This is an optimization exercise on Yosys and OpenROAD, whose aim is small area, not a production implementation.
At most, simulation tests tie the RTL to the original design; equivalence was not proved.
Only the layout flow was run in runs 2 to 7; the RTL was not checked for function there.

$ cat design.v
module fa(input a, input b, input ci, output s, output co);
assign s = a ^ b ^ ci;
assign co = (a & b) | (a & ci) | (b & ci);
endmodule
module ha(input a, input b, output s, output co);
assign s = a ^ b;
assign co = a & b;
endmodule
module filter_lut(output [11:0] filtop,
                  input  [7:0]  x,
                  input         clk);
reg [7:0] x1, x2, x3;
always @(posedge clk) begin
  x1 <= x;
  x2 <= x1;
  x3 <= x2;
end
wire [7:0] x1n = ~x1;
wire [7:0] x0n = ~x;
wire c1 = x1 >= 8'd205;   
wire c0 = x  >= 8'd137;   
wire s1, c2;
ha u_s1 (.a(x3[0]), .b(x2[0]), .s(s1), .co(c2));
wire s3, c4;
fa u_s3 (.a(x3[1]), .b(x2[1]), .ci(c2), .s(s3), .co(c4));
wire s5, c6;
fa u_s5 (.a(x3[0]), .b(x3[2]), .ci(x2[2]), .s(s5), .co(c6));
wire s7, c8;
ha u_s7 (.a(s5), .b(c4), .s(s7), .co(c8));
wire s9, c10;
fa u_s9 (.a(x2[0]), .b(x3[1]), .ci(x3[3]), .s(s9), .co(c10));
wire s11, c12;
fa u_s11 (.a(x2[3]), .b(c6), .ci(s9), .s(s11), .co(c12));
wire s13, c14;
ha u_s13 (.a(c8), .b(s11), .s(s13), .co(c14));
wire s15, c16;
fa u_s15 (.a(x2[1]), .b(x3[2]), .ci(x3[4]), .s(s15), .co(c16));
wire s17, c18;
fa u_s17 (.a(x2[4]), .b(c10), .ci(s15), .s(s17), .co(c18));
wire s19, c20;
fa u_s19 (.a(c12), .b(s17), .ci(c14), .s(s19), .co(c20));
wire s21, c22;
fa u_s21 (.a(x2[2]), .b(x3[3]), .ci(x3[5]), .s(s21), .co(c22));
wire s23, c24;
fa u_s23 (.a(x2[5]), .b(c16), .ci(s21), .s(s23), .co(c24));
wire s25, c26;
fa u_s25 (.a(c18), .b(s23), .ci(c20), .s(s25), .co(c26));
wire s27, c28;
fa u_s27 (.a(x2[3]), .b(x3[4]), .ci(x3[6]), .s(s27), .co(c28));
wire s29, c30;
fa u_s29 (.a(x2[6]), .b(c22), .ci(s27), .s(s29), .co(c30));
wire s31, c32;
fa u_s31 (.a(c24), .b(s29), .ci(c26), .s(s31), .co(c32));
wire s33, c34;
fa u_s33 (.a(x2[4]), .b(x3[5]), .ci(x3[7]), .s(s33), .co(c34));
wire s35, c36;
fa u_s35 (.a(x2[7]), .b(c28), .ci(s33), .s(s35), .co(c36));
wire s37, c38;
fa u_s37 (.a(c30), .b(s35), .ci(c32), .s(s37), .co(c38));
wire s39, c40;
fa u_s39 (.a(x2[5]), .b(x3[6]), .ci(c34), .s(s39), .co(c40));
wire s41, c42;
fa u_s41 (.a(c36), .b(s39), .ci(c38), .s(s41), .co(c42));
wire s43, c44;
fa u_s43 (.a(x2[6]), .b(x3[7]), .ci(c40), .s(s43), .co(c44));
wire s45, c46;
ha u_s45 (.a(s43), .b(c42), .s(s45), .co(c46));
wire s47 = x2[7] ^ c44 ^ c46;
wire s48, c49;
ha u_s48 (.a(s1), .b(x[0]), .s(s48), .co(c49));
wire s50, c51;
fa u_s50 (.a(x1n[0]), .b(x[1]), .ci(s3), .s(s50), .co(c51));
wire s52 = ~(c49 ^ s50);
wire c53 = c49 | s50;
wire s54, c55;
fa u_s54 (.a(x1n[1]), .b(x[2]), .ci(s7), .s(s54), .co(c55));
wire s56, c57;
fa u_s56 (.a(c51), .b(s54), .ci(c53), .s(s56), .co(c57));
wire s58, c59;
fa u_s58 (.a(x1n[0]), .b(x1n[2]), .ci(x[3]), .s(s58), .co(c59));
wire s60, c61;
fa u_s60 (.a(s58), .b(c55), .ci(s13), .s(s60), .co(c61));
wire s62 = ~(s60 ^ c57);
wire c63 = s60 | c57;
wire s64, c65;
fa u_s64 (.a(x1n[1]), .b(x1n[3]), .ci(x[4]), .s(s64), .co(c65));
wire s66, c67;
fa u_s66 (.a(x0n[0]), .b(c59), .ci(s64), .s(s66), .co(c67));
wire s68, c69;
fa u_s68 (.a(s66), .b(c61), .ci(s19), .s(s68), .co(c69));
wire s70 = ~(c63 ^ s68);
wire c71 = c63 | s68;
wire s72, c73;
fa u_s72 (.a(x1n[2]), .b(x1n[4]), .ci(x[5]), .s(s72), .co(c73));
wire s74, c75;
fa u_s74 (.a(x0n[1]), .b(c65), .ci(s72), .s(s74), .co(c75));
wire s76, c77;
fa u_s76 (.a(c67), .b(s74), .ci(s25), .s(s76), .co(c77));
wire s78, c79;
fa u_s78 (.a(c69), .b(c71), .ci(s76), .s(s78), .co(c79));
wire s80, c81;
fa u_s80 (.a(x1n[3]), .b(x1n[5]), .ci(x[6]), .s(s80), .co(c81));
wire s82, c83;
fa u_s82 (.a(x0n[2]), .b(c73), .ci(s80), .s(s82), .co(c83));
wire s84, c85;
fa u_s84 (.a(c75), .b(s82), .ci(s31), .s(s84), .co(c85));
wire s86, c87;
fa u_s86 (.a(c77), .b(c79), .ci(s84), .s(s86), .co(c87));
wire s88, c89;
fa u_s88 (.a(x1n[4]), .b(x1n[6]), .ci(x[7]), .s(s88), .co(c89));
wire s90, c91;
fa u_s90 (.a(x0n[3]), .b(c81), .ci(s88), .s(s90), .co(c91));
wire s92, c93;
fa u_s92 (.a(c83), .b(s90), .ci(s37), .s(s92), .co(c93));
wire s94, c95;
fa u_s94 (.a(c85), .b(c87), .ci(s92), .s(s94), .co(c95));
wire s96, c97;
fa u_s96 (.a(x1n[5]), .b(x1n[7]), .ci(x0n[4]), .s(s96), .co(c97));
wire s98, c99;
fa u_s98 (.a(c89), .b(s96), .ci(c91), .s(s98), .co(c99));
wire s100, c101;
fa u_s100 (.a(s98), .b(s41), .ci(c93), .s(s100), .co(c101));
wire s102, c103;
ha u_s102 (.a(c95), .b(s100), .s(s102), .co(c103));
wire s104, c105;
fa u_s104 (.a(x1n[6]), .b(x0n[5]), .ci(c97), .s(s104), .co(c105));
wire s106, c107;
fa u_s106 (.a(s104), .b(c99), .ci(s45), .s(s106), .co(c107));
wire s108, c109;
fa u_s108 (.a(c101), .b(s106), .ci(c103), .s(s108), .co(c109));
wire s110 = ~s108;
wire s111, c112;
fa u_s111 (.a(x1n[7]), .b(x0n[6]), .ci(c105), .s(s111), .co(c112));
wire s113, c114;
fa u_s113 (.a(s111), .b(c107), .ci(s47), .s(s113), .co(c114));
wire s115, c116;
fa u_s115 (.a(c109), .b(s113), .ci(s108), .s(s115), .co(c116));
wire s117 = ~s115;
wire s118, c119;
fa u_s118 (.a(c1), .b(x0n[7]), .ci(c0), .s(s118), .co(c119));
wire s120, c121;
fa u_s120 (.a(s118), .b(c112), .ci(c114), .s(s120), .co(c121));
wire s122, c123;
fa u_s122 (.a(s120), .b(c116), .ci(s115), .s(s122), .co(c123));
wire s124 = c119 ^ c121 ^ c123;
wire [10:0] L = {s117, s110, s102, s94, s86, s78, s70, s62, s56, s52, s48};
wire neg = s124;   
wire [10:0] lor;   
assign lor[0] = L[0];
genvar i;
generate for (i = 1; i < 11; i = i + 1) begin : g_or
  assign lor[i] = lor[i-1] | L[i];
end endgenerate
wire [10:0] mag = L ^ ({lor[9:0], 1'b0} & {11{neg}});
assign filtop = {neg | (~lor[10] & (x != 8'd0)), mag};
endmodule
$ cat run.sh
#!/bin/bash
# synth_recipe.tcl (not shown) runs the flow's synth.tcl, then flattens the netlist and writes it again
# the make line also repeats each setting of config.mk as NAME=value (left out here)
make -C /OpenROAD-flow-scripts/flow DESIGN_CONFIG=/design/flow/config.mk WORK_HOME=/design/flow/orfs CLKGATE_MAP_FILE= SYNTH_SCRIPT=/design/flow/synth_recipe.tcl finish
$ cat config.mk
export PLATFORM = sky130hd
export DESIGN_NAME = filter_lut
export DESIGN_NICKNAME = filter_lut
export VERILOG_FILES = /design/flow/design.v
export SDC_FILE = /design/flow/constraint.sdc
export NUM_CORES = 4
export LEC_CHECK = 0
export CAP_MARGIN = 20
export CORE_MARGIN = 2
export CORE_UTILIZATION = 40
export SLEW_MARGIN = 20
export SYNTH_HIERARCHICAL = 1
export SYNTH_MINIMUM_KEEP_SIZE = 0
$ cat constraint.sdc
create_clock -name core_clock -period 10.0 [get_ports {clk}]
set_input_delay 2.0000 -clock core_clock [delete_from_list [all_inputs] [get_ports {clk}]]
set_output_delay 2.0000 -clock core_clock [all_outputs]
set_load 0.01 [all_outputs]
==> results of run 1 <==
kinds of logic (layout without fill, tap and decap cells):
kind of cell / after synthesis / after routing / share of synthesized area [%]
adders and majority gates: 60 / 60 / 56.70
buffers and inverters: 25 / 61 / 4.943
DFF: 24 / 24 / 24.03
xor gates and xnor gates: 14 / 14 / 6.133
and+or+nand+nor: 16 / 16 / 4.756
AOI/OAI and AO/OA: 10 / 10 / 3.442
critical path, stage by stage:
cell and delay, ns:
clkdlybuf4s15_1 0.24, fa_1 0.53, fa_1 0.44, fa_1 0.48
inv_1 0.07, ha_1 0.13, inv_1 0.05, fa_2 0.36
fa_2 0.37, fa_1 0.40, ha_1 0.22, fa_1 0.53
fa_1 0.46, fa_2 0.37, xnor2_2 0.15, xnor2_2 0.15
buf_4 0.16, buf_4 0.13, nand2_1 0.07, xor2_1 0.13
dlygate4sd2_1 0.28
per-layer routing:
layer	global-route usage (%)	part of all wire (%)	up-vias
met2	24.58	51	19
met1	21.24	45	579
met4	1.190	0	0
met3	3.347	4.0	0
met5	0	0	-
li1	-	-	531
layout by cell type (no fill, tap or decap), drive strengths merged:
cell / instances
nor4b: 1
inv: 23
nand2b: 3
fa: 51
nor3: 2
nor2: 1
and4bb: 1
a41o: 1
and2: 1
clkbuf: 5
xnor2: 9
dfxtp: 24
o211ai: 1
o21ai: 6
o31ai: 1
xor2: 5
dlygate4sd2: 11
nand2: 6
ha: 9
clkdlybuf4s15: 2
buf: 14
nand4: 1
a311oi: 1
clkdlybuf4s50: 6
modules after synthesis (local to each module, per instance):
module      flops+latches  times used  cells  area, um2
fa                      0          51      1      20.02
filter_lut             24           1     92      903.4
ha                      0           6      1      12.51
cell usage after synthesis (2+ instances only):
cell / instances
o21ai_1: 5
nor3_1: 2
nand2b_1: 3
inv_1: 23
nand2_1: 6
xor2_1: 5
dfxtp_1: 24
ha_1: 9
fa_1: 51
xnor2_1: 9
flip-flops by register name, summed over array words and instances, names as in the netlist:
signal	count
x1	8
x2	8
x3	8
path summary, 6_finish.rpt:
| check | startpoint | to | slack [ns] | cells after the start |
|---|---|---|---|---|
| max | x[4] | filtop[1] | 0.28 | 21 |
| min | x1[5]$_DFF_P_ | x2[5]$_DFF_P_ | 0.35 | 0 |
| max reg2reg | x2[3]$_DFF_P_ | x3[3]$_DFF_P_ | 9.47 | 0 |
| min reg2reg | x1[5]$_DFF_P_ | x2[5]$_DFF_P_ | 0.35 | 0 |
what timing repair did:
item | 4_1_cts | 5_1_grt
resized for setup | 17 | 8
pin swaps | 5 | 4
setup buffers | 4 | 1
hold buffers | 0 | 0
cloned | 1 | 0
endpoints found under the setup margin | 11 | 11
layout make-up:
| class | instances | area, um2 |
|---|---|---|
| Tap cell | 67 | 83.83 |
| Clock buffer | 4 | 55.05 |
| Multi-Input combinational cell | 100 | 1445 |
| Fill cell | 426 | 2351 |
| Timing Repair Buffer | 34 | 284.0 |
| Inverter | 23 | 86.33 |
| Sequential cell | 24 | 480.5 |
==> out/qor.csv, run 1 <==
metric;value;unit
status;complete, no violations;
achievable clock frequency;102.9;MHz
Layout area overhead;21.78;%
total iterations of the first detailed-routing run;4;
First DRT Iteration DRCs;27;
Synth Cell Area;1999;um2
Seq/Total Area, Yosys;24.03;%
Synth Register Bits;24;
initial antenna violation count;0;
die area;5580;um2
I/O Buffers;20;
nets@finish;255;
top cell type by total area after synthesis;fa_1;
Longest Clk Path Bufs;2;
RSZ-0062 raised after global routing;no;
critical path required time;8.00;ns
CP Capture Type;output port;
period utilization;97.22;%
type of the worst setup path;input port to output port;
CP Data Arrival Time;7.72;ns
WL per Instance;13.45;um
EDFF count, synth;0;
Synth cell types;22;
crit-path max FO;5;
hold slack;0.3535;ns
Die Y;74.70;um
Layout Cells excl Fill;252;
Core ar.;4786;um2
clock root buffer master;clkbuf_8;
Clock Latency Late Sink;0.26;ns
DRC Markers;0;
placed insts;242;
ANT nets after route;0;
die width;74.70;um
Yosys top cell area share;51.06;%
Setup crit start kind;input port;
Worst-Margin Slew;0.3622;ns
vias per inst;4.480;
final WL;3389;um
I/O Pins;21;
Worst Setup Slack, final;0.2775;ns
gpl congestion;0.8587;
ant diodes;0;
Placement Cell Area;2331;um2
Final Setup Violations;0;
Hold Vio Cnt, Final;0;
ys flop type;dfxtp_1;
worst relative slew slack;75.69;%
DR vias;1129;
Final Instance Area;2435;um2
final max-slew violation count;0;
YS warnings;7;
setup TNS;0;ns
Syn Nets;218;
Synth area leaders;fa_1 51%, dfxtp_1 24%, ha_1 5.6%;
GR Overflow Total;0;
Place WS;-0.3984;ns
TritonCTS clock tree;done;
layout cells sized above 1;15.14;%
Syn Inst Count;149;
Max Cap Violations;0;
clock sink total;24;
hpwl dp;3064;um
initial core utilization;41.78;%
first-pass GRT wire length;6134;um
# H-tree levels;1;
vias in the first global route;1293;
Finished Core Util;50.88;%
Avg Cell Area, Syn;13.42;um2
Worst Skew;0.006524;ns
largest net degree at the start of global routing;14;
Async S/R FF share, synth;0;%
clock-pin slew on the worst setup and hold paths;0.07;ns
Worst Hold Class;register to register;
gr usage total;14.86;%
Core Rows;25;
Final Critical Period;9.722;ns
Num CTS Buffers;3;
==> run 2: changes to the inputs <==
--- a/design.v
+++ b/design.v
@@ -69,43 +69,43 @@
 wire s48, c49;
 ha u_s48 (.a(s1), .b(x[0]), .s(s48), .co(c49));
 wire s50, c51;
-fa u_s50 (.a(x1n[0]), .b(x[1]), .ci(s3), .s(s50), .co(c51));
+fa u_s50 (.a(x1n[0]), .b(s3), .ci(x[1]), .s(s50), .co(c51));
 wire s52 = ~(c49 ^ s50);
 wire c53 = c49 | s50;
 wire s54, c55;
-fa u_s54 (.a(x1n[1]), .b(x[2]), .ci(s7), .s(s54), .co(c55));
+fa u_s54 (.a(x1n[1]), .b(s7), .ci(x[2]), .s(s54), .co(c55));
 wire s56, c57;
 fa u_s56 (.a(c51), .b(s54), .ci(c53), .s(s56), .co(c57));
 wire s58, c59;
-fa u_s58 (.a(x1n[0]), .b(x1n[2]), .ci(x[3]), .s(s58), .co(c59));
+fa u_s58 (.a(x1n[0]), .b(x1n[2]), .ci(s13), .s(s58), .co(c59));
 wire s60, c61;
-fa u_s60 (.a(s58), .b(c55), .ci(s13), .s(s60), .co(c61));
+fa u_s60 (.a(x[3]), .b(s58), .ci(c55), .s(s60), .co(c61));
 wire s62 = ~(s60 ^ c57);
 wire c63 = s60 | c57;
 wire s64, c65;
 fa u_s64 (.a(x1n[1]), .b(x1n[3]), .ci(x[4]), .s(s64), .co(c65));
 wire s66, c67;
-fa u_s66 (.a(x0n[0]), .b(c59), .ci(s64), .s(s66), .co(c67));
+fa u_s66 (.a(x0n[0]), .b(c59), .ci(s19), .s(s66), .co(c67));
 wire s68, c69;
-fa u_s68 (.a(s66), .b(c61), .ci(s19), .s(s68), .co(c69));
-wire s70 = ~(c63 ^ s68);
-wire c71 = c63 | s68;
+fa u_s68 (.a(s64), .b(s66), .ci(c61), .s(s68), .co(c69));
+wire s70 = ~(s68 ^ c63);
+wire c71 = s68 | c63;
 wire s72, c73;
 fa u_s72 (.a(x1n[2]), .b(x1n[4]), .ci(x[5]), .s(s72), .co(c73));
 wire s74, c75;
 fa u_s74 (.a(x0n[1]), .b(c65), .ci(s72), .s(s74), .co(c75));
 wire s76, c77;
-fa u_s76 (.a(c67), .b(s74), .ci(s25), .s(s76), .co(c77));
+fa u_s76 (.a(s25), .b(c67), .ci(s74), .s(s76), .co(c77));
 wire s78, c79;
-fa u_s78 (.a(c69), .b(c71), .ci(s76), .s(s78), .co(c79));
+fa u_s78 (.a(c69), .b(s76), .ci(c71), .s(s78), .co(c79));
 wire s80, c81;
 fa u_s80 (.a(x1n[3]), .b(x1n[5]), .ci(x[6]), .s(s80), .co(c81));
 wire s82, c83;
 fa u_s82 (.a(x0n[2]), .b(c73), .ci(s80), .s(s82), .co(c83));
 wire s84, c85;
-fa u_s84 (.a(c75), .b(s82), .ci(s31), .s(s84), .co(c85));
+fa u_s84 (.a(c75), .b(s31), .ci(s82), .s(s84), .co(c85));
 wire s86, c87;
-fa u_s86 (.a(c77), .b(c79), .ci(s84), .s(s86), .co(c87));
+fa u_s86 (.a(c77), .b(s84), .ci(c79), .s(s86), .co(c87));
 wire s88, c89;
 fa u_s88 (.a(x1n[4]), .b(x1n[6]), .ci(x[7]), .s(s88), .co(c89));
 wire s90, c91;
@@ -113,7 +113,7 @@
 wire s92, c93;
 fa u_s92 (.a(c83), .b(s90), .ci(s37), .s(s92), .co(c93));
 wire s94, c95;
-fa u_s94 (.a(c85), .b(c87), .ci(s92), .s(s94), .co(c95));
+fa u_s94 (.a(c85), .b(s92), .ci(c87), .s(s94), .co(c95));
 wire s96, c97;
 fa u_s96 (.a(x1n[5]), .b(x1n[7]), .ci(x0n[4]), .s(s96), .co(c97));
 wire s98, c99;
@@ -121,7 +121,7 @@
 wire s100, c101;
 fa u_s100 (.a(s98), .b(s41), .ci(c93), .s(s100), .co(c101));
 wire s102, c103;
-ha u_s102 (.a(c95), .b(s100), .s(s102), .co(c103));
+ha u_s102 (.a(s100), .b(c95), .s(s102), .co(c103));
 wire s104, c105;
 fa u_s104 (.a(x1n[6]), .b(x0n[5]), .ci(c97), .s(s104), .co(c105));
 wire s106, c107;
@@ -134,7 +134,7 @@
 wire s113, c114;
 fa u_s113 (.a(s111), .b(c107), .ci(s47), .s(s113), .co(c114));
 wire s115, c116;
-fa u_s115 (.a(c109), .b(s113), .ci(s108), .s(s115), .co(c116));
+fa u_s115 (.a(s113), .b(c109), .ci(s108), .s(s115), .co(c116));
 wire s117 = ~s115;
 wire s118, c119;
 fa u_s118 (.a(c1), .b(x0n[7]), .ci(c0), .s(s118), .co(c119));
==> out/qor.csv, run 2 <==
metric;value;unit;change
layout cells sized above 1;9.945;%;-5.2 points
placed insts;241;;-0.41%
Longest Clk Path Bufs;2;;unchanged
Worst Hold Class;register to register;;
nets@finish;252;;-1.2%
ys flop type;dfxtp_1;;
Core ar.;4786;um2;unchanged
I/O Buffers;20;;unchanged
hold slack;0.3526;ns;-0.0008940 ns
Seq/Total Area, Yosys;24.03;%;unchanged
largest net degree at the start of global routing;13;;-1
Final Instance Area;2392;um2;-1.7%
Layout area overhead;19.65;%;
clock-pin slew on the worst setup and hold paths;0.07;ns;about the same
type of the worst setup path;input port to output port;;
final max-slew violation count;0;;unchanged
Synth Cell Area;1999;um2;unchanged
Layout Cells excl Fill;248;;-1.6%
sequential cell area;480.5;um2;unchanged
first-pass GRT wire length;5761;um;-6.1%
Syn Nets;218;;unchanged
DRC Markers;0;;unchanged
Num CTS Buffers;3;;unchanged
I/O Pins;21;;unchanged
Yosys top cell area share;51.06;%;unchanged
die width;74.70;um;unchanged
R2R Path Start;x2[3]$_DFF_P_;;
most frequent cells in the layout;51 x fa_1, 24 x dfxtp_1, 23 x inv_1;;
EDFF count, synth;0;;unchanged
status;complete, no violations;;
GR Overflow Total;0;;unchanged
clock root buffer master;clkbuf_8;;
top cell type by total area after synthesis;fa_1;;
CP Capture Type;output port;;
setup TNS;0;ns;unchanged
Setup crit start kind;input port;;
ant diodes;0;;unchanged
Synth area leaders;fa_1 51%, dfxtp_1 24%, ha_1 5.6%;;
Worst-Margin Slew;0.4390;ns;+0.07679 ns
top-count cell post-synth;fa_1;;
CP Data Arrival Time;7.78;ns;+0.06 ns
Hold Startpoint;x1[4]$_DFF_P_;;
WL per Instance;13.52;um;+0.50%
Placement Cell Area;2323;um2;-0.32%
Avg Cell Area, Syn;13.42;um2;unchanged
Max Cap Violations;0;;unchanged
ANT nets after route;0;;unchanged
final WL;3352;um;-1.1%
footprint of the multi-input gates;1420;um2;-1.7%
total iterations of the first detailed-routing run;4;;unchanged
initial antenna violation count;0;;unchanged
Syn Inst Count;149;;unchanged
die area;5580;um2;unchanged
vias in the first global route;1282;;-0.85%
Synth cell types;22;;unchanged
crit-path most repeated cell;fa_1;;
YS warnings;7;;unchanged
vias per inst;4.512;;+0.71%
Async S/R FF share, synth;0;%;unchanged
critical path required time;8.00;ns;about the same
Synth Register Bits;24;;unchanged
# H-tree levels;1;;unchanged
worst relative slew slack;70.53;%;-5.2 points
Final Critical Period;9.783;ns;+0.06012 ns
Hold Vio Cnt, Final;0;;unchanged
Worst Setup Slack, final;0.2174;ns;-0.06012 ns
gpl congestion;0.8235;;-4.1%
Place WS;-0.02811;ns;+0.3703 ns
Core Rows;25;;unchanged
CP max-delay cell;fa_1;;
hpwl dp;3081;um;+0.54%
Layout fillers;439;;+3.1%
crit-path max FO;6;;+1
Max stage delay on crit path;0.52;ns;about the same
crit path from;x[5];;
gr usage total;14.22;%;-0.64 points
DR vias;1119;;-0.89%
achievable clock frequency;102.2;MHz;-0.61%
First DRT Iteration DRCs;29;;+7.4%
Final Setup Violations;0;;unchanged
critical-path cell list;clkdlybuf4s50_1 -> fa_1 -> fa_1 -> fa_1 -> fa_1 -> fa_1 -> fa_1 -> ha_1 -> fa_1 -> fa_1 -> fa_1 -> xnor2_1 -> xnor2_1 -> buf_4 -> buf_4 -> o21ai_1 -> xor2_1 -> dlygate4sd2_1;;
TritonCTS clock tree;done;;
most frequent cells after synthesis;51 x fa_1, 24 x dfxtp_1, 23 x inv_1;;
commonest non-fill, non-tap cell in the layout;fa_1;;
largest registers;x1: 8 flops, x2: 8 flops, x3: 8 flops;;
Clock Latency Late Sink;0.26;ns;about the same
Die Y;74.70;um;unchanged
initial core utilization;41.78;%;unchanged
period utilization;97.83;%;+0.60 points
Worst Skew;0.006950;ns;+0.0004265 ns
clock sink total;24;;unchanged
[run 2: cell counts after synthesis]
No cell type changed its count.
[run 2: cell type report]
class	instances	area share, %
tap	67	3.504
multi-input combinational	100	59.36
timing repair buffer	31	11.72
inverter	23	3.609
clock buffer	3	1.726
sequential	24	20.08
[run 2: cell families after synthesis]
family | after synthesis | synth area share (%)
compound gates | 10 | 3.442
buf+inv | 25 | 4.943
simple gates | 16 | 4.756
flops | 24 | 24.03
fa+ha+maj | 60 | 56.70
xor+xnor | 14 | 6.133
[run 2: modules after synthesis (local to each module, per instance)]
module | area (um2) | times used | cells
fa | 20.02 | 51 | 1
filter_lut | 903.4 | 1 | 92
ha | 12.51 | 6 | 1
[run 2: final timing paths]
path	endpoint	slack, ns	cells past startpoint
worst max-delay path	filtop[4]	0.22	18
worst min-delay path	x2[4]$_DFF_P_	0.35	0
worst max register to register	x3[3]$_DFF_P_	9.49	0
worst min register to register	x2[4]$_DFF_P_	0.35	0
[run 2: worst max-delay path, delay by kind of cell]
family / cells / cell delay (ns)
fa+ha+maj: 10 / 4.14
buf+inv: 4 / 1.09
xor+xnor: 3 / 0.43
compound gates: 1 / 0.10
[run 2: layer usage]
metal  global-route usage, %  part of all wire, %  vias up
met5                       0                    0        -
met4                   2.579                  1.3        0
met3                   3.481                  4.3        4
met2                   23.89                   49       24
met1                   19.20                   45      566
li1                        -                    -      525
[run 2: repair_timing]
action                     in CTS  in global routing
pin swaps                       0                  0
setup buffers                   0                  4
gates resized for setup         7                  6
hold buffers                    0                  0
setup endpoints to repair       7                  4
[run 2: per-stage QoR]
step | utilization [%]
4_1_cts | 49.23
2_1_floorplan | -
3_3_place_gp | 48.55
6_report | 49.99
3_5_place_dp | 48.55
5_1_grt | 49.99
==> run 3: changes to the inputs <==
--- a/config.mk
+++ b/config.mk
@@ -8,6 +8,7 @@
 export CAP_MARGIN = 20
 export CORE_MARGIN = 2
 export CORE_UTILIZATION = 40
+export GPL_TIMING_DRIVEN = 0
 export SLEW_MARGIN = 20
 export SYNTH_HIERARCHICAL = 1
 export SYNTH_MINIMUM_KEEP_SIZE = 0
==> out/qor.csv, run 3 <==
metric;value;unit;change
nets@finish;246;;-2.4%
Layout area overhead;17.77;%;
final max-slew violation count;0;;unchanged
Layout fillers;446;;+1.6%
vias in the first global route;1304;;+1.7%
Die Y;74.70;um;unchanged
Seq/Total Area, Yosys;24.03;%;unchanged
worst relative slew slack;73.55;%;+3.0 points
Synth Cell Area;1999;um2;unchanged
Worst Hold Class;register to register;;
Yosys top cell area share;51.06;%;unchanged
crit-path max FO;4;;-2
CP Data Arrival Time;7.73;ns;-0.05 ns
Final Critical Period;9.730;ns;-0.05245 ns
Syn Nets;218;;unchanged
Synth cell types;22;;unchanged
GR Overflow Total;0;;unchanged
achievable clock frequency;102.8;MHz;+0.54%
CP Capture Type;output port;;
critical path required time;8.00;ns;about the same
most frequent cells after synthesis;51 x fa_1, 24 x dfxtp_1, 23 x inv_1;;
Top delay family on crit path;adder cells;;
Setup crit start kind;input port;;
ant diodes;0;;unchanged
Final Setup Violations;0;;unchanged
crit-path most repeated cell;fa_1;;
Async S/R FF share, synth;0;%;unchanged
initial core utilization;41.78;%;unchanged
Finished Core Util;49.20;%;-0.78 points
clock-pin slew on the worst setup and hold paths;0.07;ns;about the same
Core ar.;4786;um2;unchanged
DR vias;1118;;-0.089%
I/O Buffers;20;;unchanged
most frequent cells in the layout;48 x fa_1, 24 x dfxtp_1, 23 x inv_1;;
first-pass GRT wire length;5837;um;+1.3%
placed insts;236;;-2.1%
initial antenna violation count;0;;unchanged
RSZ-0062 raised after global routing;no;;
Max stage delay on crit path;0.57;ns;+0.05 ns
commonest non-fill, non-tap cell in the layout;fa_1;;
total iterations of the first detailed-routing run;4;;unchanged
ANT nets after route;0;;unchanged
Core Rows;25;;unchanged
Worst Skew;0.0009779;ns;-0.005972 ns
# H-tree levels;1;;unchanged
layout cells sized above 1;8.571;%;-1.4 points
DRC Markers;0;;unchanged
Longest Clk Path Bufs;2;;unchanged
clock sink total;24;;unchanged
final WL;3264;um;-2.6%
hold slack;0.3528;ns;+0.0001520 ns
period utilization;97.30;%;-0.52 points
Worst-Margin Slew;0.3941;ns;-0.04493 ns
Synth area leaders;fa_1 51%, dfxtp_1 24%, ha_1 5.6%;;
die area;5580;um2;unchanged
gr usage total;14.35;%;+0.13 points
I/O Pins;21;;unchanged
Max Cap Violations;0;;unchanged
Synth Register Bits;24;;unchanged
die width;74.70;um;unchanged
YS warnings;7;;unchanged
Crit path buffers/inverters;5;;+1
First DRT Iteration DRCs;25;;-14%
largest registers;x1: 8 flops, x2: 8 flops, x3: 8 flops;;
Avg Cell Area, Syn;13.42;um2;unchanged
Clock Latency Late Sink;0.26;ns;about the same
critical-path cell list;dlygate4sd2_1 -> fa_1 -> fa_1 -> fa_1 -> inv_1 -> ha_1 -> inv_1 -> fa_1 -> fa_1 -> fa_1 -> ha_1 -> fa_2 -> fa_2 -> fa_2 -> xnor2_2 -> xnor2_1 -> buf_4 -> o21ai_1 -> xor2_1 -> clkdlybuf4s50_1;;
EDFF count, synth;0;;unchanged
WL per Instance;13.49;um;-0.21%
hpwl dp;3009;um;-2.3%
Num CTS Buffers;3;;unchanged
ys flop type;dfxtp_1;;
clock root buffer master;clkbuf_8;;
top-count cell post-synth;fa_1;;
CP max-delay cell;fa_2;;
TritonCTS clock tree;done;;
Layout Cells excl Fill;242;;-2.4%
gpl congestion;0.8208;;-0.33%
type of the worst setup path;input port to output port;;
status;complete, no violations;;
top cell type by total area after synthesis;fa_1;;
Hold Vio Cnt, Final;0;;unchanged
largest net degree at the start of global routing;13;;unchanged
Syn Inst Count;149;;unchanged
vias per inst;4.620;;+2.4%
-- run 3: repair_timing --
| item | 4_1_cts | 5_1_grt |
|---|---|---|
| endpoints found under the setup margin | 10 | 6 |
| pin swaps | 4 | 0 |
| buffers inserted | 2 | 0 |
| hold buffers | 0 | 0 |
| cloned | 1 | 0 |
| gates resized for setup | 17 | 4 |
-- run 3: layer usage --
layer	share of wire, %	global-route usage [%]	vias up
li1	-	-	512
met1	43	19.49	577
met2	51	23.80	25
met3	4.4	3.347	4
met4	1.3	3.175	0
met5	0	0	-
-- run 3: path summary, 6_finish.rpt --
path                                     from       endpoint  slack, ns  cells past startpoint
worst max-delay path                     x[2]     filtop[10]       0.27                     20
worst min-delay path            x1[4]$_DFF_P_  x2[4]$_DFF_P_       0.35                      0
worst max register to register  x2[2]$_DFF_P_  x3[2]$_DFF_P_       9.48                      0
worst min register to register  x1[4]$_DFF_P_  x2[4]$_DFF_P_       0.35                      0
-- run 3: layout make-up --
type	count	area, um2	share of cell area (%)
Multi-Input combinational cell	100	1435	60.95
Tap cell	67	83.83	3.560
Buffer	2	15.01	0.6376
Clock buffer	3	41.29	1.753
Sequential cell	24	480.5	20.40
Timing Repair Buffer	23	212.7	9.033
Inverter	23	86.33	3.666
-- run 3: per-module statistics from Yosys, one instance, submodules excluded --
| module | copies in the design | cells |
|---|---|---|
| fa | 51 | 1 |
| filter_lut | 1 | 92 |
| ha | 6 | 1 |
-- run 3: kinds of logic after synthesis --
group	share of synthesized area, %
AOI/OAI and AO/OA	3.442
and+or+nand+nor	4.756
xor gates and xnor gates	6.133
buffers and inverters	4.943
adders and majority gates	56.70
DFF	24.03
-- run 3: metrics by stage --
step | setup WS (ns) | setup TNS (ns) | instance area, um2
after floorplan | 1.006 | 0 | 1999
after global placement | -0.1933 | -1.549 | 2283
after detailed placement | -0.2786 | -2.299 | 2283
after CTS | 0.04115 | 0 | 2341
after global routing | 0.02310 | 0 | 2355
final | 0.2699 | 0 | 2355
==> run 4: changes to the inputs <==
--- a/config.mk
+++ b/config.mk
@@ -8,6 +8,7 @@
 export CAP_MARGIN = 20
 export CORE_MARGIN = 2
 export CORE_UTILIZATION = 40
+export CTS_BUF_LIST = sky130_fd_sc_hd__clkbuf_4
 export GPL_TIMING_DRIVEN = 0
 export SLEW_MARGIN = 20
 export SYNTH_HIERARCHICAL = 1
==> out/qor.csv, run 4 <==
metric;value;unit;change
gr usage total;14.38;%;+0.029 points
Worst Setup Slack, final;0.2699;ns;+0.000006000 ns
ANT nets after route;0;;unchanged
First DRT Iteration DRCs;14;;-44%
Syn Nets;218;;unchanged
most frequent cells after synthesis;51 x fa_1, 24 x dfxtp_1, 23 x inv_1;;
period utilization;97.30;%;about the same
first-pass GRT wire length;5851;um;+0.24%
Core Rows;25;;unchanged
Synth area leaders;fa_1 51%, dfxtp_1 24%, ha_1 5.6%;;
cts hold-fix bufs;0;;unchanged
Max Cap Violations;0;;unchanged
Worst Hold Class;register to register;;
clock sink total;24;;unchanged
Synth cell types;22;;unchanged
Layout area overhead;16.83;%;
Async S/R FF share, synth;0;%;unchanged
top cell type by total area after synthesis;fa_1;;
hpwl dp;3009;um;unchanged
RSZ-0062 raised after global routing;no;;
Worst Hold Endpoint;x2[4]$_DFF_P_;;
# H-tree levels;1;;unchanged
critical path required time;8.00;ns;about the same
crit-path max FO;4;;unchanged
Synth Register Bits;24;;unchanged
YS warnings;7;;unchanged
CP Capture Type;output port;;
initial core utilization;41.78;%;unchanged
Core ar.;4786;um2;unchanged
Clock Latency Late Sink;0.30;ns;+0.04 ns
nets@finish;246;;unchanged
clock root buffer master;clkbuf_4;;
die area;5580;um2;unchanged
CP Data Arrival Time;7.73;ns;about the same
Worst Skew;0.004099;ns;+0.003121 ns
Seq/Total Area, Yosys;24.03;%;unchanged
Worst-Margin Slew;0.3941;ns;-0.0000002384 ns
layout cells sized above 1;8.571;%;unchanged
status;complete, no violations;;
EDFF count, synth;0;;unchanged
final WL;3275;um;+0.34%
worst relative slew slack;73.55;%;unchanged
DRC Markers;0;;unchanged
Yosys top cell area share;51.06;%;unchanged
I/O Pins;21;;unchanged
WL per Instance;13.53;um;+0.34%
gpl congestion;0.8208;;unchanged
largest net degree at the start of global routing;13;;unchanged
total iterations of the first detailed-routing run;4;;unchanged
Num CTS Buffers;3;;unchanged
Die Y;74.70;um;unchanged
reg-to-reg endpoint;x3[4]$_DFF_P_;;
die width;74.70;um;unchanged
Final Setup Violations;0;;unchanged
R2R Path Start;x2[4]$_DFF_P_;;
final max-slew violation count;0;;unchanged
vias per inst;4.616;;about the same
GR Overflow Total;0;;unchanged
Reg2Reg Setup Slack;9.47;ns;about the same
clock-pin slew on the worst setup and hold paths;0.12;ns;+0.05 ns
Setup crit start kind;input port;;
Hold Vio Cnt, Final;0;;unchanged
Longest Clk Path Bufs;2;;unchanged
ys flop type;dfxtp_1;;
Hold Startpoint;x1[4]$_DFF_P_;;
most frequent cells in the layout;48 x fa_1, 24 x dfxtp_1, 23 x inv_1;;
Place WS;-0.2786;ns;unchanged
achievable clock frequency;102.8;MHz;unchanged
commonest non-fill, non-tap cell in the layout;fa_1;;
Final Critical Period;9.730;ns;-0.000006000 ns
TritonCTS clock tree;done;;
ant diodes;0;;unchanged
initial antenna violation count;0;;unchanged
type of the worst setup path;input port to output port;;
top-count cell post-synth;fa_1;;
FF-to-FF path depth;0;;unchanged
Avg Cell Area, Syn;13.42;um2;unchanged
I/O Buffers;20;;unchanged
Syn Inst Count;149;;unchanged
largest registers;x1: 8 flops, x2: 8 flops, x3: 8 flops;;
hold slack;0.3592;ns;+0.006475 ns
vias in the first global route;1307;;+0.23%
Synth Cell Area;1999;um2;unchanged
WHS Path Cells;0;;unchanged
DR vias;1117;;-0.089%
## run 4: cell counts after synthesis
Identical to the previous run, type by type.
## run 4: worst max-delay path by stage
stage	from	end	slack [ns]	depth (start not counted)
after floorplan	x[5]	filtop[6]	1.01	15
final	x[2]	filtop[10]	0.27	20
after detailed placement	x[2]	filtop[3]	-0.28	20
after CTS	x[2]	filtop[11]	0.04	20
after global routing	x[2]	filtop[2]	0.02	21
after global placement	x[5]	filtop[4]	-0.19	17
## run 4: per-stage QoR
| step | util, % | instance area [um2] | TNS [ns] | std cells |
|---|---|---|---|---|
| 5_1_grt | 48.81 | 2336 | 0 | 242 |
| 2_1_floorplan | - | 1999 | 0 | 149 |
| 6_report | 48.81 | 2336 | 0 | 242 |
| 3_5_place_dp | 47.71 | 2283 | -2.299 | 236 |
| 4_1_cts | 48.52 | 2322 | 0 | 242 |
| 3_3_place_gp | 47.71 | 2283 | -1.549 | 236 |
## run 4: kinds of logic after synthesis
kind of cell | after synthesis | synth area share [%]
XOR/XNOR | 14 | 6.133
buffers and inverters | 25 | 4.943
AO/OA/AOI/OAI | 10 | 3.442
AND/OR/NAND/NOR | 16 | 4.756
adder cells (fa/ha/maj) | 60 | 56.70
flip-flops | 24 | 24.03
## run 4: per-module statistics from Yosys, one instance, submodules excluded
module,cell area [um2],copies in the design,flip-flops and latches,cells inside
filter_lut,903.4,1,24,92
fa,20.02,51,0,1
ha,12.51,6,0,1
## run 4: area by class of cell
type / count / area [um2]
plain buffers: 2 / 15.01
well taps: 67 / 83.83
multi-input cells: 100 / 1435
inverters: 23 / 86.33
clock buffers: 3 / 22.52
flip-flops and latches: 24 / 480.5
fillers: 448 / 2450
repair buffers: 23 / 212.7
## run 4: metal layers
layer  global-route usage, %  vias up  part of all wire, %
li1                        -      514                    -
met5                       0        -                    0
met3                   3.347        4                  4.8
met2                   23.80       27                   51
met1                   19.57      572                   42
met4                   3.175        0                  1.3
## run 4: critical path: stages
cell,delay [ns]
dlygate4sd2_1,0.30
fa_1,0.41
fa_1,0.39
fa_1,0.43
inv_1,0.06
ha_1,0.13
inv_1,0.04
fa_1,0.37
fa_1,0.38
fa_1,0.37
ha_1,0.22
fa_2,0.57
fa_2,0.48
fa_2,0.37
xnor2_2,0.14
xnor2_1,0.12
buf_4,0.14
o21ai_1,0.08
xor2_1,0.15
clkdlybuf4s50_1,0.55
## run 4: timing repair
action	CTS	global route
pin swaps	4	0
resized for setup	17	4
buffers inserted	2	0
setup endpoints to repair	10	6
gates cloned	1	0
==> run 5: changes to the inputs <==
--- a/config.mk
+++ b/config.mk
@@ -9,7 +9,6 @@
 export CORE_MARGIN = 2
 export CORE_UTILIZATION = 40
 export CTS_BUF_LIST = sky130_fd_sc_hd__clkbuf_4
-export GPL_TIMING_DRIVEN = 0
 export SLEW_MARGIN = 20
 export SYNTH_HIERARCHICAL = 1
 export SYNTH_MINIMUM_KEEP_SIZE = 0
==> out/qor.csv, run 5 <==
metric;value;unit;change
Async S/R FF share, synth;0;%;unchanged
setup TNS;0;ns;unchanged
first-pass GRT wire length;5789;um;-1.1%
Synth area leaders;fa_1 51%, dfxtp_1 24%, ha_1 5.6%;;
crit-path most repeated cell;fa_1;;
# H-tree levels;1;;unchanged
die area;5580;um2;unchanged
CP Data Arrival Time;7.78;ns;+0.05 ns
Setup crit start kind;input port;;
top cell type by total area after synthesis;fa_1;;
clock root buffer master;clkbuf_4;;
Max stage delay on crit path;0.52;ns;-0.05 ns
ant diodes;0;;unchanged
clock sink total;24;;unchanged
CP max-delay cell;fa_1;;
hpwl dp;3081;um;+2.4%
Worst Skew;0.007287;ns;+0.003187 ns
Reg2Reg Setup Slack;9.47;ns;about the same
Final Critical Period;9.782;ns;+0.05220 ns
Layout area overhead;18.71;%;
final WL;3355;um;+2.4%
Synth cell types;22;;unchanged
Avg Cell Area, Syn;13.42;um2;unchanged
Final Setup Violations;0;;unchanged
type of the worst setup path;input port to output port;;
top-count cell post-synth;fa_1;;
I/O Pins;21;;unchanged
nets@finish;252;;+2.4%
Max Cap Violations;0;;unchanged
WL per Instance;13.53;um;about the same
worst relative slew slack;70.53;%;-3.0 points
vias in the first global route;1278;;-2.2%
crit-path max FO;6;;+2
ys flop type;dfxtp_1;;
cts hold-fix bufs;0;;unchanged
First DRT Iteration DRCs;32;;+18
gr usage total;14.39;%;about the same
Hold Vio Cnt, Final;0;;unchanged
Worst Hold Class;register to register;;
GR Overflow Total;0;;unchanged
Synth Cell Area;1999;um2;unchanged
CP Capture Type;output port;;
ANT nets after route;0;;unchanged
die width;74.70;um;unchanged
largest registers;x1: 8 flops, x2: 8 flops, x3: 8 flops;;
DRC Markers;0;;unchanged
initial core utilization;41.78;%;unchanged
DR vias;1121;;+0.36%
layout cells sized above 1;9.945;%;+1.4 points
Layout Cells excl Fill;248;;+2.5%
total iterations of the first detailed-routing run;4;;unchanged
critical-path cell list;clkdlybuf4s50_1 -> fa_1 -> fa_1 -> fa_1 -> fa_1 -> fa_1 -> fa_1 -> ha_1 -> fa_1 -> fa_1 -> fa_1 -> xnor2_1 -> xnor2_1 -> buf_4 -> buf_4 -> o21ai_1 -> xor2_1 -> dlygate4sd2_1;;
Syn Nets;218;;unchanged
most frequent cells in the layout;51 x fa_1, 24 x dfxtp_1, 23 x inv_1;;
Yosys top cell area share;51.06;%;unchanged
clock-pin slew on the worst setup and hold paths;0.11;ns;about the same
placed insts;241;;+2.1%
Num CTS Buffers;3;;unchanged
commonest non-fill, non-tap cell in the layout;fa_1;;
I/O Buffers;20;;unchanged
largest net degree at the start of global routing;13;;unchanged
critical path required time;8.00;ns;about the same
vias per inst;4.520;;-2.1%
Core ar.;4786;um2;unchanged
EDFF count, synth;0;;unchanged
achievable clock frequency;102.2;MHz;-0.53%
status;complete, no violations;;
Seq/Total Area, Yosys;24.03;%;unchanged
gpl congestion;0.8235;;+0.33%
YS warnings;7;;unchanged
most frequent cells after synthesis;51 x fa_1, 24 x dfxtp_1, 23 x inv_1;;
Clock Latency Late Sink;0.31;ns;about the same
final max-slew violation count;0;;unchanged
TritonCTS clock tree;done;;
Syn Inst Count;149;;unchanged
Synth Register Bits;24;;unchanged
period utilization;97.82;%;+0.52 points
Core Rows;25;;unchanged
Die Y;74.70;um;unchanged
Longest Clk Path Bufs;2;;unchanged
Worst-Margin Slew;0.4390;ns;+0.04493 ns
initial antenna violation count;0;;unchanged
[run 5: cell counts after synthesis]
Identical to the previous run, type by type.
[run 5: repair_timing]
item,in CTS,in global routing
pin swaps,0,0
gates resized for setup,7,6
setup endpoints to repair,7,4
endpoints found under the hold margin,0,0
buffers inserted,0,4
[run 5: layout make-up]
type / instances / area (um2)
clock buffers: 3 / 22.52
fillers: 442 / 2412
inverters: 23 / 86.33
multi-input cells: 100 / 1420
flip-flops and latches: 24 / 480.5
well taps: 67 / 83.83
repair buffers: 31 / 280.3
[run 5: critical path: cells and delay by family]
kind | cells | cell delay [ns]
AO/OA/AOI/OAI | 1 | 0.10
XOR/XNOR | 3 | 0.43
adder cells (fa/ha/maj) | 10 | 4.14
buffers and inverters | 4 | 1.09
[run 5: kinds of logic (layout without fill, tap and decap cells)]
kind of cell	after synthesis	in the layout	synth area share, %
DFF	24	24	24.03
AOI/OAI and AO/OA	10	10	3.442
adders and majority gates	60	60	56.70
and+or+nand+nor	16	16	4.756
buffers and inverters	25	57	4.943
xor gates and xnor gates	14	14	6.133
[run 5: final timing paths]
check,startpoint,endpoint,depth (start not counted)
worst max-delay path,x[5],filtop[4],18
worst min-delay path,x1[4]$_DFF_P_,x2[4]$_DFF_P_,0
worst max register to register,x2[3]$_DFF_P_,x3[3]$_DFF_P_,0
worst min register to register,x1[4]$_DFF_P_,x2[4]$_DFF_P_,0
[run 5: routing by layer]
layer	vias to the layer above	wire length [um]	global-route usage, %	share of wire (%)
li1	523	-	-	-
met1	568	1491	19.20	44
met2	24	1663	23.89	50
met3	6	146	3.481	4.4
met4	0	53	3.770	1.6
met5	-	0	0	0
[run 5: stage by stage]
| stage | area (um2) | hold slack, ns | util [%] | setup WS (ns) |
|---|---|---|---|---|
| 2_1_floorplan | 1999 | 0.3308 | - | 1.006 |
| 3_3_place_gp | 2323 | 0.3408 | 48.55 | 0.09975 |
| 3_5_place_dp | 2323 | 0.3393 | 48.55 | -0.02811 |
| 4_1_cts | 2337 | 0.3611 | 48.84 | 0.008299 |
| 5_1_grt | 2374 | 0.3695 | 49.59 | -0.009009 |
| 6_report | 2374 | 0.3583 | 49.59 | 0.2177 |
[run 5: Yosys stat by module, one instance, submodules excluded]
module	cells	flops+latches
filter_lut	92	24
ha	1	0
fa	1	0
==> run 6: changes to the inputs <==
==> flow/run.sh (new file) <==
#!/bin/bash
# The standard ORFS layout (standard.sh), except that the port buffers that
# buffer_ports inserts on every input and output use the smallest buffer cell
# (buf_1) instead of the delay-buffer cell it picks by default.
set -euo pipefail
export BUFFER_PORTS_ARGS="-buffer_cell sky130_fd_sc_hd__buf_1"
bash standard.sh > standard.log 2>&1
==> standard.sh (new file) <==
#!/bin/bash
# synth_recipe.tcl (not shown) runs the flow's synth.tcl, then flattens the netlist and writes it again
# the make line also repeats each setting of config.mk as NAME=value (left out here)
make -C /OpenROAD-flow-scripts/flow DESIGN_CONFIG=/design/flow/config.mk WORK_HOME=/design/flow/orfs CLKGATE_MAP_FILE= SYNTH_SCRIPT=/design/flow/synth_recipe.tcl "${@:-finish}"
--- a/config.mk
+++ b/config.mk
@@ -8,7 +8,7 @@
 export CAP_MARGIN = 20
 export CORE_MARGIN = 2
 export CORE_UTILIZATION = 40
-export CTS_BUF_LIST = sky130_fd_sc_hd__clkbuf_4
+export GPL_TIMING_DRIVEN = 0
 export SLEW_MARGIN = 20
 export SYNTH_HIERARCHICAL = 1
 export SYNTH_MINIMUM_KEEP_SIZE = 0
removed: run.sh
==> out/qor.csv, run 6 <==
metric;value;unit;change
worst relative slew slack;75.44;%;+4.9 points
Setup crit start kind;input port;;
Longest Clk Path Bufs;2;;unchanged
critical path required time;8.00;ns;about the same
Synth cell types;22;;unchanged
status;complete, no violations;;
vias per inst;4.653;;+2.9%
nets@finish;243;;-3.6%
layout cells sized above 1;4.651;%;-5.3 points
Synth Area in XOR/XNOR;6.133;%;unchanged
gr usage total;14.60;%;+0.21 points
post-CTS sizing;0;;-7
GR Overflow Total;0;;unchanged
WL per Instance;13.75;um;+1.7%
Synth Register Bits;24;;unchanged
setup TNS;0;ns;unchanged
die width;74.70;um;unchanged
Worst Skew;0.005365;ns;-0.001921 ns
Worst-Margin Slew;0.3659;ns;-0.07315 ns
Avg Cell Area, Syn;13.42;um2;unchanged
Adder-Cell Fraction of Synth Area;56.70;%;unchanged
crit path from;x[5];;
Core ar.;4786;um2;unchanged
most frequent cells after synthesis;51 x fa_1, 24 x dfxtp_1, 23 x inv_1;;
Die Y;74.70;um;unchanged
metal2 WL;1744;um;+4.9%
Place WS;0.4642;ns;+0.4923 ns
clock sink total;24;;unchanged
First DRT Iteration DRCs;19;;-41%
Worst Hold Class;register to register;;
ANT nets after route;0;;unchanged
R2R Path Start;x2[4]$_DFF_P_;;
commonest non-fill, non-tap cell in the layout;fa_1;;
initial antenna violation count;0;;unchanged
FF-to-FF path depth;0;;unchanged
clock-pin slew on the worst setup and hold paths;0.08;ns;-0.03 ns
Hold Vio Cnt, Final;0;;unchanged
largest registers;x1: 8 flops, x2: 8 flops, x3: 8 flops;;
largest net degree at the start of global routing;13;;unchanged
Core Rows;25;;unchanged
vias in the first global route;1269;;-0.70%
multiplexer share of the synthesized area;0;%;unchanged
Max stage delay on crit path;0.58;ns;+0.06 ns
ys flop type;dfxtp_1;;
simple-gate area share of the yosys netlist;4.756;%;unchanged
Max Cap Violations;0;;unchanged
Top Metal Used;met4;;
Seq/Total Area, Yosys;24.03;%;unchanged
total iterations of the first detailed-routing run;4;;unchanged
crit-path max FO;10;;+4
Metal-1 WL;1388;um;-6.9%
YS warnings;7;;unchanged
WHS Path Cells;0;;unchanged
critical-path cell list;buf_1 -> fa_1 -> fa_1 -> fa_1 -> fa_1 -> fa_1 -> fa_1 -> ha_1 -> fa_1 -> fa_1 -> fa_1 -> xnor2_1 -> xnor2_1 -> buf_2 -> o21ai_1 -> xnor2_1 -> buf_1;;
Worst Setup Slack, final;0.5083;ns;+0.2907 ns
Synth area leaders;fa_1 51%, dfxtp_1 24%, ha_1 5.6%;;
Final Setup Violations;0;;unchanged
crit-path most repeated cell;fa_1;;
RSZ-0062 raised after global routing;no;;
Layout fillers;457;;+3.4%
Num CTS Buffers;3;;unchanged
I/O Buffers;20;;unchanged
achievable clock frequency;105.4;MHz;+3.1%
Reg2Reg Setup Slack;9.47;ns;about the same
final max-slew violation count;0;;unchanged
most frequent cells in the layout;51 x fa_1, 24 x dfxtp_1, 23 x inv_1;;
Yosys top cell area share;51.06;%;unchanged
TritonCTS clock tree;done;;
EDFF count, synth;0;;unchanged
DR WL met3;132;um;-9.6%
Hold Startpoint;x1[4]$_DFF_P_;;
ant diodes;0;;unchanged
clock root buffer master;clkbuf_8;;
# H-tree levels;1;;unchanged
DR vias;1112;;-0.80%
CP Data Arrival Time;7.49;ns;-0.29 ns
type of the worst setup path;input port to output port;;
DRC Markers;0;;unchanged
Syn Inst Count;149;;unchanged
Final Critical Period;9.492;ns;-0.2907 ns
Setup Buffers After CTS;0;;unchanged
I/O Pins;21;;unchanged
Syn Nets;218;;unchanged
cts hold-fix bufs;0;;unchanged
Synth Area in Compound Gates;3.442;%;unchanged
final WL;3287;um;-2.0%
hpwl dp;3066;um;-0.48%
Async S/R FF share, synth;0;%;unchanged
Clock Latency Late Sink;0.26;ns;-0.05 ns
Layout area overhead;10.01;%;
initial core utilization;41.78;%;unchanged
Synth Cell Area;1999;um2;unchanged
period utilization;94.92;%;-2.9 points
first-pass GRT wire length;5927;um;+2.4%
CP max-delay cell;fa_1;;
largest family of logic cells by synthesized area;adder cells;;
die area;5580;um2;unchanged
top-count cell post-synth;fa_1;;
gpl congestion;0.8192;;-0.52%
top cell type by total area after synthesis;fa_1;;
CP Capture Type;output port;;
-- run 6: kinds of logic after synthesis --
| family | after synthesis |
|---|---|
| buffers and inverters | 25 |
| and+or+nand+nor | 16 |
| AOI/OAI and AO/OA | 10 |
| DFF | 24 |
| xor gates and xnor gates | 14 |
| adders and majority gates | 60 |
-- run 6: routing by layer --
metal  GRT usage (%)  vias up
li1                -      505
met1           19.22      585
met2           24.88       20
met3           3.614        2
met4           2.976        0
met5               0        -
-- run 6: final timing paths --
check / to
worst min register to register: x2[4]$_DFF_P_
worst max register to register: x3[4]$_DFF_P_
worst min-delay path: x2[4]$_DFF_P_
worst max-delay path: filtop[6]
-- run 6: area by class of cell --
type | instances | area, um2 | share of cell area (%)
Tap cell | 67 | 83.83 | 3.811
Multi-Input combinational cell | 100 | 1420 | 64.56
Sequential cell | 24 | 480.5 | 21.84
Buffer | 2 | 12.51 | 0.5688
Inverter | 23 | 86.33 | 3.925
Timing Repair Buffer | 20 | 75.07 | 3.413
Clock buffer | 3 | 41.29 | 1.877
-- run 6: worst max-delay path: cells and delay by family --
kind	cells	cell delay, ns
AO/OA/AOI/OAI	1	0.11
XOR/XNOR	3	0.47
adder cells (fa/ha/maj)	10	4.29
buffers and inverters	3	0.60
-- run 6: per-module statistics from Yosys (local to each module, per instance) --
module	copies in the design	flops+latches	area [um2]
filter_lut	1	24	903.4
fa	51	0	20.02
ha	6	0	12.51
-- run 6: stage by stage --
stage / util, % / std cells / hold WS, ns / area (um2)
after CTS: 45.96 / 239 / 0.3583 / 2200
after floorplan: - / 149 / 0.3308 / 1999
final: 45.96 / 239 / 0.3563 / 2200
after global routing: 45.96 / 239 / 0.3673 / 2200
after detailed placement: 45.10 / 236 / 0.3428 / 2158
after global placement: 45.10 / 236 / 0.3403 / 2158
==> run 7: changes to the inputs <==
--- a/config.mk
+++ b/config.mk
@@ -8,6 +8,9 @@
 export CAP_MARGIN = 20
 export CORE_MARGIN = 2
 export CORE_UTILIZATION = 40
+export CTS_BUF_LIST = sky130_fd_sc_hd__clkbuf_8
+export CTS_CLUSTER_DIAMETER = 200
+export CTS_CLUSTER_SIZE = 30
 export GPL_TIMING_DRIVEN = 0
 export SLEW_MARGIN = 20
 export SYNTH_HIERARCHICAL = 1
==> out/qor.csv, run 7 <==
metric;value;unit;change
Clock Latency Late Sink;0.26;ns;about the same
I/O Buffers;20;;unchanged
Hold Vio Cnt, Final;0;;unchanged
worst relative slew slack;75.44;%;unchanged
Final Setup Violations;0;;unchanged
initial antenna violation count;0;;unchanged
top cell type by total area after synthesis;fa_1;;
Synth cell types;22;;unchanged
global routing usage on met1;19.22;%;unchanged
gpl congestion;0.8192;;unchanged
Async S/R FF share, synth;0;%;unchanged
Yosys top cell area share;51.06;%;unchanged
# H-tree levels;1;;unchanged
largest net degree at the start of global routing;13;;unchanged
die width;74.70;um;unchanged
largest registers;x1: 8 flops, x2: 8 flops, x3: 8 flops;;
TritonCTS clock tree;done;;
gr usage total;14.60;%;unchanged
Avg Cell Area, Syn;13.42;um2;unchanged
commonest non-fill, non-tap cell in the layout;fa_1;;
Setup crit start kind;input port;;
Place WS;0.4642;ns;unchanged
ANT nets after route;0;;unchanged
Synth Register Bits;24;;unchanged
hold slack;0.3563;ns;unchanged
crit-path max FO;10;;unchanged
ant diodes;0;;unchanged
DR vias;1112;;unchanged
cts hold-fix bufs;0;;unchanged
Worst Skew;0.005365;ns;unchanged
ys flop type;dfxtp_1;;
first-pass GRT wire length;5927;um;unchanged
YS warnings;7;;unchanged
total iterations of the first detailed-routing run;4;;unchanged
final max-slew violation count;0;;unchanged
vias per inst;4.653;;unchanged
Syn Inst Count;149;;unchanged
Max Cap Violations;0;;unchanged
WHS Path Cells;0;;unchanged
RSZ-0062 raised after global routing;no;;
vias in the first global route;1269;;unchanged
most frequent cells in the layout;51 x fa_1, 24 x dfxtp_1, 23 x inv_1;;
type of the worst setup path;input port to output port;;
GR Overflow Total;0;;unchanged
Hold Startpoint;x1[4]$_DFF_P_;;
grt peak-use layer;met2;;
Finished Core Util;45.96;%;unchanged
Core Rows;25;;unchanged
Placement Cell Area;2158;um2;unchanged
R2R Path Start;x2[4]$_DFF_P_;;
Final Instance Area;2200;um2;unchanged
hpwl dp;3066;um;unchanged
post-CTS sizing;0;;unchanged
Layout Cells excl Fill;239;;unchanged
CP Data Arrival Time;7.49;ns;about the same
WL per Instance;13.75;um;unchanged
Setup Buffers After CTS;0;;unchanged
die area;5580;um2;unchanged
critical path required time;8.00;ns;about the same
clock sink total;24;;unchanged
Layout area overhead;10.01;%;unchanged
Seq/Total Area, Yosys;24.03;%;unchanged
Num CTS Buffers;3;;unchanged
achievable clock frequency;105.4;MHz;unchanged
Worst Hold Class;register to register;;
FF-to-FF path depth;0;;unchanged
initial core utilization;41.78;%;unchanged
top-count cell post-synth;fa_1;;
clock-pin slew on the worst setup and hold paths;0.08;ns;about the same
Core ar.;4786;um2;unchanged
status;complete, no violations;;
Worst Setup Slack, final;0.5083;ns;unchanged
period utilization;94.92;%;unchanged
most frequent cells after synthesis;51 x fa_1, 24 x dfxtp_1, 23 x inv_1;;
CP Capture Type;output port;;
Die Y;74.70;um;unchanged
met2 global-route usage;24.88;%;unchanged
nets@finish;243;;unchanged
met3 track utilization from global routing;3.614;%;unchanged
First DRT Iteration DRCs;19;;unchanged
EDFF count, synth;0;;unchanged
placed insts;236;;unchanged
final WL;3287;um;unchanged
I/O Pins;21;;unchanged
clock root buffer master;clkbuf_8;;
crit path from;x[5];;
Longest Clk Path Bufs;2;;unchanged
Synth Cell Area;1999;um2;unchanged
Final Critical Period;9.492;ns;unchanged
Worst-Margin Slew;0.3659;ns;unchanged
layout cells sized above 1;4.651;%;unchanged
DRC Markers;0;;unchanged
setup TNS;0;ns;unchanged
Syn Nets;218;;unchanged
Synth area leaders;fa_1 51%, dfxtp_1 24%, ha_1 5.6%;;
run 7: layout make-up:
| type | instances | area (um2) |
|---|---|---|
| sequential | 24 | 480.5 |
| buffer | 2 | 12.51 |
| timing repair buffer | 20 | 75.07 |
| inverter | 23 | 86.33 |
| clock buffer | 3 | 41.29 |
| multi-input combinational | 100 | 1420 |
| fill | 457 | 2586 |
| tap | 67 | 83.83 |
run 7: path summary, 6_finish.rpt:
kind	endpoint	slack (ns)
max	filtop[6]	0.51
min reg2reg	x2[4]$_DFF_P_	0.36
max reg2reg	x3[4]$_DFF_P_	9.47
min	x2[4]$_DFF_P_	0.36
run 7: Yosys stat by module, one instance, submodules excluded:
module,copies in the design,area (um2),flip-flops and latches
fa,51,20.02,0
filter_lut,1,903.4,24
ha,6,12.51,0
run 7: kinds of logic after synthesis:
group | synth area share, %
adder cells (fa/ha/maj) | 56.70
buffers and inverters | 4.943
flip-flops | 24.03
AND/OR/NAND/NOR | 4.756
XOR/XNOR | 6.133
AO/OA/AOI/OAI | 3.442
run 7: layer usage:
layer	share of wire, %	routed length, um	vias up
met5	0	0	-
met4	0.67	22	0
met3	4.0	132	2
met2	53	1744	20
met1	42	1388	585
li1	-	-	505
run 7: worst max-delay path: stages:
cell and delay (ns):
buf_1 0.18, fa_1 0.47, fa_1 0.51, fa_1 0.44, fa_1 0.42, fa_1 0.38, fa_1 0.38, ha_1 0.21
fa_1 0.58, fa_1 0.50, fa_1 0.40, xnor2_1 0.17, xnor2_1 0.16, buf_2 0.25, o21ai_1 0.11, xnor2_1 0.14
buf_1 0.17

separate check: timing with driven ports:
Ports are ideal in the flow. The routed layouts listed here were re-timed in OpenROAD. Step 1: set_driving_cell puts a clkbuf_16 on clk and a buf_2 on each other input, an assumption about the parent block. Step 2 adds t to the input delays and takes it off the output delays; t is the mean of the earliest and latest rising clock arrival at the registers after step 1. Input paths then give back, and output paths get back, about the clock's delay inside the block. Slacks: ideal / step 1 / step 2; pairs: ideal / step 1.
| run | t, ns | slack for setup (ns) | worst setup path after step 2 |
|---|---|---|---|
| run 1 | 0.279 | 0.278 / 0.253 / 0.253 | input to output |
| run 2 | 0.278 | 0.217 / 0.188 / 0.188 | input to output |
| run 3 | 0.279 | 0.270 / 0.247 / 0.247 | input to output |
| run 4 | 0.322 | 0.270 / 0.247 / 0.247 | input to output |
| run 5 | 0.327 | 0.218 / 0.189 / 0.189 | input to output |
| run 6 | 0.284 | 0.508 / 0.484 / 0.484 | input to output |
| run 7 | 0.284 | 0.508 / 0.484 / 0.484 | input to output |
After both steps every run listed still meets setup and hold.
